Background: an optimization exercise with open tools, aiming at small area, a short achievable clock period and few clock cycles. Do not read the settings as production practice. Where RTL was checked, it was by simulation tests only, not by an equivalence proof against the original. The clock port is modelled as an ideal driver; clocking choices that lean on that would not hold on a real chip.

== alpha ==
## BAS
module BAS(input clk, input reset, input [8:0]count, input [8:0]seed1, input [8:0]seed2, input [15:0]xi, input [15:0]yi, input [15:0]P, input [15:0]E, output [15:0]xo, output [15:0]yo, output [15:0]fo, output [31:0]clk_cnt, output reg done);
For scale: about 3,600 cells after synthesis, ~250 flip-flops, roughly 170 I/O pins, ~24,000 um^2 of cells after synthesis.
clock: 72.0 ns
lec_check: 0
abc_area: 1
cap_margin: 20
core_margin: 2
core_utilization: 60
cts_cluster_diameter: 120
cts_cluster_size: 24
slew_margin: 20
standard.sh (not shown) runs the stock make flow with config.mk's settings and CLKGATE_MAP_FILE= SYNTH_SCRIPT=/design/flow/synth_recipe.tcl, a recipe that flattens the netlist after the stock synthesis.
==> flow/flow/run.sh <==
#!/bin/bash
# The standard layout, except:
# - synthesis maps all the logic with the ABC script flow/area.abc, in place
#   of ORFS's area script and without first mapping adders to full/half-adder
#   cells (ADDER_MAP_FILE empty); otherwise synth_recipe.tcl unchanged;
# - plain buf_1 cells as the port buffers;
# - timing repair aiming at 56.2 ns of setup slack, and after CTS a repair
#   of the paths from the inputs only (flow/io_repair.tcl).
set -euo pipefail
W=$PWD
cat > "$W/flow_synth.tcl" <<TCL
proc abc {args} {
  set i [lsearch -exact \$args -script]
  if {\$i >= 0} { lset args [expr {\$i + 1}] $W/flow/area.abc }
  yosys abc {*}\$args
}
source $W/synth_recipe.tcl
TCL
bash standard.sh "SYNTH_SCRIPT=$W/flow_synth.tcl" ADDER_MAP_FILE= "BUFFER_PORTS_ARGS=-buffer_cell sky130_fd_sc_hd__buf_1" SETUP_SLACK_MARGIN=56.2 "POST_CTS_TCL=$W/flow/io_repair.tcl" finish > standard.log 2>&1
==> flow/flow/area.abc <==
strash
ifraig
dc2
dch -f
amap -m
topo
stime -c
buffer -c
upsize -c -D 12500
dnsize -c -D 12500
==> flow/flow/io_repair.tcl <==
# Run after CTS (POST_CTS_TCL): a timing repair of the paths from the inputs
# to the registers only, aiming at 56.9 ns of slack; the other paths are left
# to the standard repair. The false paths are set for this repair only and
# removed again before the design is written.
set_false_path -from [all_registers] -to [all_registers]
set_false_path -to [all_outputs]
repair_timing -setup -setup_margin 56.9 -verbose
sta::unset_path_exceptions -from [all_registers] -to [all_registers]
sta::unset_path_exceptions -to [all_outputs]
detailed_placement
check_placement -verbose
estimate_parasitics -placement
report_worst_slack -max
alpha was carried through to the last stage, and its layout satisfied the timing, DRC and antenna checks.
Testbench counts of alpha, summed over its fixed seeds: cycles 288,264.
Inputs modified between alpha and beta:
Settings: CTS_CLUSTER_SIZE removed (was 24); CTS_CLUSTER_DIAMETER removed (was 120).
--- a/flow/flow/run.sh
+++ b/flow/flow/run.sh
@@ -6,5 +6,5 @@
 # - plain buf_1 cells as the port buffers;
 # - timing repair aiming at 56.2 ns of setup slack, and after CTS a repair
-#   of the paths from the inputs only (flow/io_repair.tcl).
+#   of the input and output paths only (flow/io_repair.tcl).
 set -euo pipefail
 W=$PWD
==> flow/flow/io_repair.tcl <==
# Run after CTS (POST_CTS_TCL): a timing repair of the paths from the inputs
# and to the outputs only, aiming at 56.8 ns of slack; the paths between
# registers are left to the standard repair. The false paths are set for
# this repair only and removed again before the design is written.
set_false_path -from [all_registers] -to [all_registers]
repair_timing -setup -setup_margin 56.8 -verbose
reset_path -from [all_registers] -to [all_registers]
detailed_placement
check_placement -verbose
estimate_parasitics -placement
report_worst_slack -max
--- outcome ---
- FAIL beta @ 4_1_cts: tool exited with error
- The total of buffers placed on input and output ports of alpha and that of beta are within noise of each other.
- There was hardly any difference in share of flip-flops with an asynchronous set or reset after synthesis between beta and alpha.
- Reported for alpha and beta, portion of the post-synthesis area used by sequential elements turned out identical to the last digit.
- alpha → beta: last weighted congestion value of the routability-driven placer saw little to no change, cell count after placement saw little to no change, number of synthesized register bits saw little to no change.
- As far as total I/O pin count goes, alpha and beta are indistinguishable; the numbers are identical.
- As far as area after synthesis goes, beta and alpha are indistinguishable; the numbers are identical.
- The count of clock tree sinks was comparable across alpha and beta.
- Diff alpha..beta | simple-gate share of the synthesized area | unchanged

========
== old ==
BAS, a different RTL version from the one above (not shown whole).
For scale: about 3800 cells after synthesis, ~300 flip-flops, ~170 I/O pins, roughly 26000 µm² of cells after synthesis.
==> flow/config.mk <==
export PLATFORM = sky130hd
export DESIGN_NAME = BAS
export DESIGN_NICKNAME = BAS
export VERILOG_FILES = /design/flow/design.v
export SDC_FILE = /design/flow/constraint.sdc
export NUM_CORES = 8
export LEC_CHECK = 0
export ABC_AREA = 1
export CAP_MARGIN = 20
export CORE_MARGIN = 2
export CORE_UTILIZATION = 60
export CTS_CLUSTER_DIAMETER = 120
export CTS_CLUSTER_SIZE = 24
export SLEW_MARGIN = 20
==> flow/constraint.sdc <==
create_clock -name core_clock -period 72.0 [get_ports {clk}]
set_input_delay 14.4000 -clock core_clock [delete_from_list [all_inputs] [get_ports {clk}]]
set_output_delay 14.4000 -clock core_clock [all_outputs]
set_load 0.01 [all_outputs]
==> flow/flow/run.sh <==
#!/bin/bash
# The standard layout, except:
# - synthesis maps all the logic with the ABC script flow/area.abc, in place
#   of ORFS's area script and without first mapping adders to full/half-adder
#   cells (ADDER_MAP_FILE empty); otherwise synth_recipe.tcl unchanged;
# - plain buf_1 cells as the port buffers;
# - timing repair aiming at 56.2 ns of setup slack, and after CTS a repair
#   of the paths from the inputs only, with buf_2 output port buffers
#   (flow/io_repair.tcl).
set -euo pipefail
W=$PWD
cat > "$W/flow_synth.tcl" <<TCL
proc abc {args} {
  set i [lsearch -exact \$args -script]
  if {\$i >= 0} { lset args [expr {\$i + 1}] $W/flow/area.abc }
  yosys abc {*}\$args
}
source $W/synth_recipe.tcl
TCL
bash standard.sh "SYNTH_SCRIPT=$W/flow_synth.tcl" ADDER_MAP_FILE= "BUFFER_PORTS_ARGS=-buffer_cell sky130_fd_sc_hd__buf_1" SETUP_SLACK_MARGIN=56.2 "POST_CTS_TCL=$W/flow/io_repair.tcl" finish > standard.log 2>&1
==> flow/flow/io_repair.tcl <==
# Run after CTS (POST_CTS_TCL).
# 1. The output ports' buffers become buf_2 (the port buffers are buf_1).
foreach port [get_ports -filter "direction==output"] {
  foreach pin [get_pins -of_objects [get_nets -of_objects $port] -filter "direction==output"] {
    set inst [get_cells -of_objects $pin]
    if {[get_property $inst ref_name] == "sky130_fd_sc_hd__buf_1"} {
      replace_cell $inst sky130_fd_sc_hd__buf_2
    }
  }
}
# 2. A timing repair of the paths from the inputs to the registers only,
# aiming at 56.9 ns of slack; the other paths are left to the standard
# repair. The false paths are set for this repair only and removed again
# before the design is written.
set_false_path -from [all_registers] -to [all_registers]
set_false_path -to [all_outputs]
repair_timing -setup -setup_margin 56.9 -verbose
sta::unset_path_exceptions -from [all_registers] -to [all_registers]
sta::unset_path_exceptions -to [all_outputs]
detailed_placement
check_placement -verbose
estimate_parasitics -placement
report_worst_slack -max
Scripts as last shown in full above: flow/flow/area.abc
clock tree synthesis: old exited with error
Testbench counts of old, summed over its fixed seeds: cycles 200,424.
> inputs changed (old -> new)
-- flow/flow/run.sh --
<<< old, line 7
# - timing repair aiming at 56.2 ns of setup slack, and after CTS a repair
#   of the paths from the inputs only, with buf_2 output port buffers
#   (flow/io_repair.tcl).
set -euo pipefail
>>> new, line 7
# - timing repair aiming at 56.2 ns of setup slack, and after CTS a repair
#   of the paths from the inputs only (flow/io_repair.tcl).
set -euo pipefail
==> flow/flow/io_repair.tcl <==
# Run after CTS (POST_CTS_TCL): a timing repair of the paths from the inputs
# to the registers only, aiming at 56.9 ns of slack; the other paths are left
# to the standard repair. The false paths are set for this repair only and
# removed again before the design is written.
set_false_path -from [all_registers] -to [all_registers]
set_false_path -to [all_outputs]
repair_timing -setup -setup_margin 56.9 -verbose
sta::unset_path_exceptions -from [all_registers] -to [all_registers]
sta::unset_path_exceptions -to [all_outputs]
detailed_placement
check_placement -verbose
estimate_parasitics -placement
report_worst_slack -max
-- flow/config.mk --
<<< old, line 11
export CORE_UTILIZATION = 60
export CTS_CLUSTER_DIAMETER = 120
export CTS_CLUSTER_SIZE = 24
export SLEW_MARGIN = 20
>>> new, line 11
export CORE_UTILIZATION = 60
export CTS_CLUSTER_DIAMETER = 100
export CTS_CLUSTER_SIZE = 20
export SLEW_MARGIN = 20
==> summary.txt <==
- new finished every stage and its layout cleared the timing, DRC and antenna checks.
- old terminated abnormally: clock tree synthesis reported STA-0100.
- new -> old: horizontal die dimension delta 0, exact match
- From new to old, number of placement rows did not move at all.
- From new to old, number of I/O pins did not move at all.

========
Setup of v22:
BAS, a different RTL version from the one above (not shown whole).
Size: roughly 4600 cells after synthesis, about 31000 um2 of cells after synthesis.
export LEC_CHECK = 0
export ABC_AREA = 1
export CAP_MARGIN = 20
export CORE_MARGIN = 2
export CORE_UTILIZATION = 45
export SLEW_MARGIN = 20
create_clock -name core_clock -period 72.0 [get_ports {clk}]
==> flow/flow/run.sh <==
#!/bin/bash
# The standard layout, with plain buf_1 cells as the port buffers
set -euo pipefail
bash standard.sh "BUFFER_PORTS_ARGS=-buffer_cell sky130_fd_sc_hd__buf_1" finish > standard.log 2>&1
v22 was carried through to the last stage, and its layout satisfied the timing, DRC and antenna checks.
Here is what was changed in the inputs of v35 compared with v22.
==> flow/flow/run.sh <==
#!/bin/bash
# The standard layout, with plain buf_1 cells as the port buffers and
# timing repair aiming at 57 ns of setup slack (a 15 ns path)
set -euo pipefail
bash standard.sh "BUFFER_PORTS_ARGS=-buffer_cell sky130_fd_sc_hd__buf_1" SETUP_SLACK_MARGIN=57 finish > standard.log 2>&1
[summary]
The critical setup path kind comes out reg2out in one run and in2reg in the other, namely in v35 and v22 respectively. For count of clock-buffer cells in the layout, dividing the value from v35 by the value from v22 gives 0.911. Diff v22 -> v35: synthesis-to-layout area growth moved up, detailed-routed wire length on met3 moved up, design area moved up.
No run of this note included a check of the RTL's function; only the layout flow was run.

========
## lane 1
Another version of the RTL of BAS (not shown whole).
Size: ~300 flip-flops, roughly 170 I/O pins, ~26000 µm² of cells after synthesis.
clock: 72.0 ns
lec_check: 0
abc_area: 1
cap_margin: 20
core_margin: 2
core_utilization: 60
cts_cluster_diameter: 120
cts_cluster_size: 24
slew_margin: 20
==> flow/flow/run.sh <==
#!/bin/bash
# The standard layout, except:
# - synthesis maps all the logic with the ABC script flow/area.abc, in place
#   of ORFS's area script and without first mapping adders to full/half-adder
#   cells (ADDER_MAP_FILE empty); otherwise synth_recipe.tcl unchanged;
# - plain buf_1 cells as the port buffers;
# - timing repair aiming at 56.2 ns of setup slack, and after CTS a repair
#   of the paths from the inputs only (flow/io_repair.tcl).
set -euo pipefail
W=$PWD
cat > "$W/flow_synth.tcl" <<TCL
proc abc {args} {
  set i [lsearch -exact \$args -script]
  if {\$i >= 0} { lset args [expr {\$i + 1}] $W/flow/area.abc }
  yosys abc {*}\$args
}
source $W/synth_recipe.tcl
TCL
bash standard.sh "SYNTH_SCRIPT=$W/flow_synth.tcl" ADDER_MAP_FILE= "BUFFER_PORTS_ARGS=-buffer_cell sky130_fd_sc_hd__buf_1" SETUP_SLACK_MARGIN=56.2 "POST_CTS_TCL=$W/flow/io_repair.tcl" "CTS_ARGS=-sink_clustering_enable -sink_clustering_size 24 -sink_clustering_max_diameter 120 -repair_clock_nets -num_static_layers 1" finish > standard.log 2>&1
==> flow/flow/io_repair.tcl <==
# Run after CTS (POST_CTS_TCL): a timing repair of the paths from the inputs
# to the registers only, aiming at 56.9 ns of slack; the other paths are left
# to the standard repair. The false paths are set for this repair only and
# removed again before the design is written.
set_false_path -from [all_registers] -to [all_registers]
set_false_path -to [all_outputs]
repair_timing -setup -setup_margin 56.9 -verbose
sta::unset_path_exceptions -from [all_registers] -to [all_registers]
sta::unset_path_exceptions -to [all_outputs]
detailed_placement
check_placement -verbose
estimate_parasitics -placement
report_worst_slack -max
Scripts as last shown in full above: flow/flow/area.abc
Testbench counts of lane 1, summed over its fixed seeds: cycles 200,424.
> inputs changed (lane 1 -> lane 2)
Settings: setting GPL_TIMING_DRIVEN to 0 for the first time.
diff --git a/flow/flow/run.sh b/flow/flow/run.sh
--- a/flow/flow/run.sh
+++ b/flow/flow/run.sh
@@ -18,2 +18,2 @@
 TCL
-bash standard.sh "SYNTH_SCRIPT=$W/flow_synth.tcl" ADDER_MAP_FILE= "BUFFER_PORTS_ARGS=-buffer_cell sky130_fd_sc_hd__buf_1" SETUP_SLACK_MARGIN=56.2 "POST_CTS_TCL=$W/flow/io_repair.tcl" "CTS_ARGS=-sink_clustering_enable -sink_clustering_size 24 -sink_clustering_max_diameter 120 -repair_clock_nets -num_static_layers 1" finish > standard.log 2>&1
+bash standard.sh "SYNTH_SCRIPT=$W/flow_synth.tcl" ADDER_MAP_FILE= "BUFFER_PORTS_ARGS=-buffer_cell sky130_fd_sc_hd__buf_1" SETUP_SLACK_MARGIN=56.2 "POST_CTS_TCL=$W/flow/io_repair.tcl" finish > standard.log 2>&1
==> comparison <==
Lane 2 completed; timing, DRC and antenna clean. Total wire length is higher on lane 2. In the metrics for lane 2 and lane 1, the one carrying the lower number of fillers in the final layout is lane 2. Looking at lane 2 and lane 1, the critical path data required time is a wash. The multi-input logic area was comparable across lane 2 and lane 1.
--- input diff lane 2..lane 3 ---
Settings: GPL_TIMING_DRIVEN removed (was 0).
diff --git a/flow/flow/run.sh b/flow/flow/run.sh
--- a/flow/flow/run.sh
+++ b/flow/flow/run.sh
@@ -18,2 +18,2 @@
 TCL
-bash standard.sh "SYNTH_SCRIPT=$W/flow_synth.tcl" ADDER_MAP_FILE= "BUFFER_PORTS_ARGS=-buffer_cell sky130_fd_sc_hd__buf_1" SETUP_SLACK_MARGIN=56.2 "POST_CTS_TCL=$W/flow/io_repair.tcl" finish > standard.log 2>&1
+bash standard.sh "SYNTH_SCRIPT=$W/flow_synth.tcl" ADDER_MAP_FILE= "BUFFER_PORTS_ARGS=-buffer_cell sky130_fd_sc_hd__buf_1" SETUP_SLACK_MARGIN=56.2 "POST_CTS_TCL=$W/flow/io_repair.tcl" "CTS_ARGS=-sink_clustering_enable -sink_clustering_size 24 -sink_clustering_max_diameter 120 -repair_clock_nets -sink_clustering_levels 1" finish > standard.log 2>&1
--- outcome ---
Diff lane 2..lane 3 | number of inverters outside the clock class in the layout | negligible. Sort lane 2 and lane 3 by cell area desc -> top: lane 2. Lane 3 vs lane 2: critical path arrival down. Per the comparison of lane 3 with lane 2, number of nets in the layout lost about 2.3%, global-route wire length before repair lost 7.1%. Lane 2 → lane 3: synthesis-to-finish area growth lower; number of DRC markers in iteration 0 climbed 24; total routing resource utilization after global routing down 2.8 points; wire length fell about 7%; proportion of cell area spent on the clock network saw little to no change.

========
BAS, a different RTL version from the one above (not shown whole).
For scale: ~250 flip-flops, about 170 I/O pins, ~27,000 um^2 of cells after synthesis.
==> flow/config.mk <==
export PLATFORM = sky130hd
export DESIGN_NAME = BAS
export DESIGN_NICKNAME = BAS
export VERILOG_FILES = /design/flow/design.v
export SDC_FILE = /design/flow/constraint.sdc
export NUM_CORES = 8
export LEC_CHECK = 0
export ABC_AREA = 1
export CAP_MARGIN = 20
export CORE_MARGIN = 2
export CORE_UTILIZATION = 45
export SLEW_MARGIN = 20
==> flow/constraint.sdc <==
create_clock -name core_clock -period 72.0 [get_ports {clk}]
set_input_delay 14.4000 -clock core_clock [delete_from_list [all_inputs] [get_ports {clk}]]
set_output_delay 14.4000 -clock core_clock [all_outputs]
set_load 0.01 [all_outputs]
==> flow/flow/run.sh <==
#!/bin/bash
# The standard layout, except:
# - synthesis maps all the logic with the ABC script flow/area.abc, in place
#   of ORFS's area script and without first mapping adders to full/half-adder
#   cells (ADDER_MAP_FILE empty); otherwise synth_recipe.tcl unchanged;
# - plain buf_1 cells as the port buffers;
# - timing repair aiming at 56.2 ns of setup slack.
set -euo pipefail
W=$PWD
cat > "$W/flow_synth.tcl" <<TCL
proc abc {args} {
  set i [lsearch -exact \$args -script]
  if {\$i >= 0} { lset args [expr {\$i + 1}] $W/flow/area.abc }
  yosys abc {*}\$args
}
source $W/synth_recipe.tcl
TCL
bash standard.sh "SYNTH_SCRIPT=$W/flow_synth.tcl" ADDER_MAP_FILE= "BUFFER_PORTS_ARGS=-buffer_cell sky130_fd_sc_hd__buf_1" SETUP_SLACK_MARGIN=56.2 finish > standard.log 2>&1
==> flow/flow/area.abc <==
strash
dc2
dch -f
map -a
topo
stime -c
buffer -c
upsize -c
dnsize -c
Testbench counts at the start, summed over its fixed seeds: cycles 288,456.
Next try:
==> flow/flow/area.abc (replaced) <==
strash
dch -f
amap
topo
stime -c
buffer -c
upsize -c
dnsize -c
Worst setup slack gets worse by 22 ps.
Hold slack gets better by 30 ps.
Critical path depth went up by 2.
Clock skew went down by 10 ps.
Core utilization went up by 0.71 points.
Area after synthesis went down by 5.6%.
Wire length went down by 3.4%.
First-iteration DRC count went down by 16%.
Design area went down by 3.7%.
Next try:
==> flow/flow/area.abc (replaced) <==
strash
dc2
dch -f
amap
topo
stime -c
buffer -c
upsize -c
dnsize -c
Outcome: The changed run produced a clean layout. Wire length goes down by 0.56%. Global-route usage shrinks by 0.27 points. Utilization came out higher by 1.6 points. Via count rises by 0.76%. Critical path depth goes up by 1. Sequential share of layout area went up by 0.38 points. Synthesized cell count came out lower by 1.9%. Hold slack hardly moves. Flip-flop and latch count is unchanged.
Next try:
==> flow/flow/area.abc (replaced) <==
strash
ifraig
dc2
dch -f
amap
topo
stime -c
buffer -c
upsize -c
dnsize -c
Result:
- The changed run finished with timing, DRC and antenna clean
- clock skew shrinks by 8.7 ps
- setup slack improved by 7.6 ps
- maximum frequency hardly moves
- count of clock-buffer cells in the layout is higher by 8
- register-to-register slack gets worse by 50 ps
- cell area barely changes
- die area stays flat
- via count is lower by a few percent

re-timing with driven ports:
The flow's constraints put no driver on any port. The routed layouts listed below were extracted and timed again, unchanged, in two steps.
Step 1 assumes that a clkbuf_16 drives the clock port and a buf_2 every other input.
Step 2, shift: input delay + t, output delay - t, t = (earliest + latest rising clock arrival at the registers) / 2. This alone moves slack from input paths to output paths.
Three values: no drivers, after step 1, after step 2; two values: the first two.
run | t, ns | setup WS [ns] | worst setup path at the end | worst slew at a driven data input, ns | pins driven straight from the clock port
alpha | 0.561 | 56.297 / 56.234 / 56.314 | input to register | 0.06 | 1
new | 0.605 | 56.384 / 56.322 / 56.291 | input to register | 0.08 | 1
v22 | 0.623 | 56.066 / 56.107 / 55.484 | input to register | 0.07 | 1
v35 | 0.629 | 56.455 / 56.388 / 56.509 | input to register | 0.07 | 1
lane 1 | 0.585 | 56.433 / 56.370 / 56.190 | input to register | 0.16 | 1
lane 2 | 0.597 | 56.402 / 56.338 / 56.155 | input to register | 0.09 | 1
lane 3 | 0.583 | 56.426 / 56.365 / 56.207 | input to register | 0.15 | 1
the first run of note 5 | 0.633 | 56.373 / 56.314 / 55.887 | input to register | 0.08 | 1
the second run of note 5 | 0.629 | 56.351 / 56.317 / 55.756 | input to register | 0.07 | 1
the third run of note 5 | 0.615 | 56.347 / 56.308 / 55.771 | input to register | 0.05 | 1
the fourth run of note 5 | 0.635 | 56.354 / 56.292 / 55.855 | input to register | 0.07 | 1
After both steps setup and hold are still met in every run listed. For the second run of note 5, which loses most, drivers alone change the setup slack by -0.034 ns; drivers and shift together by -0.595 ns.
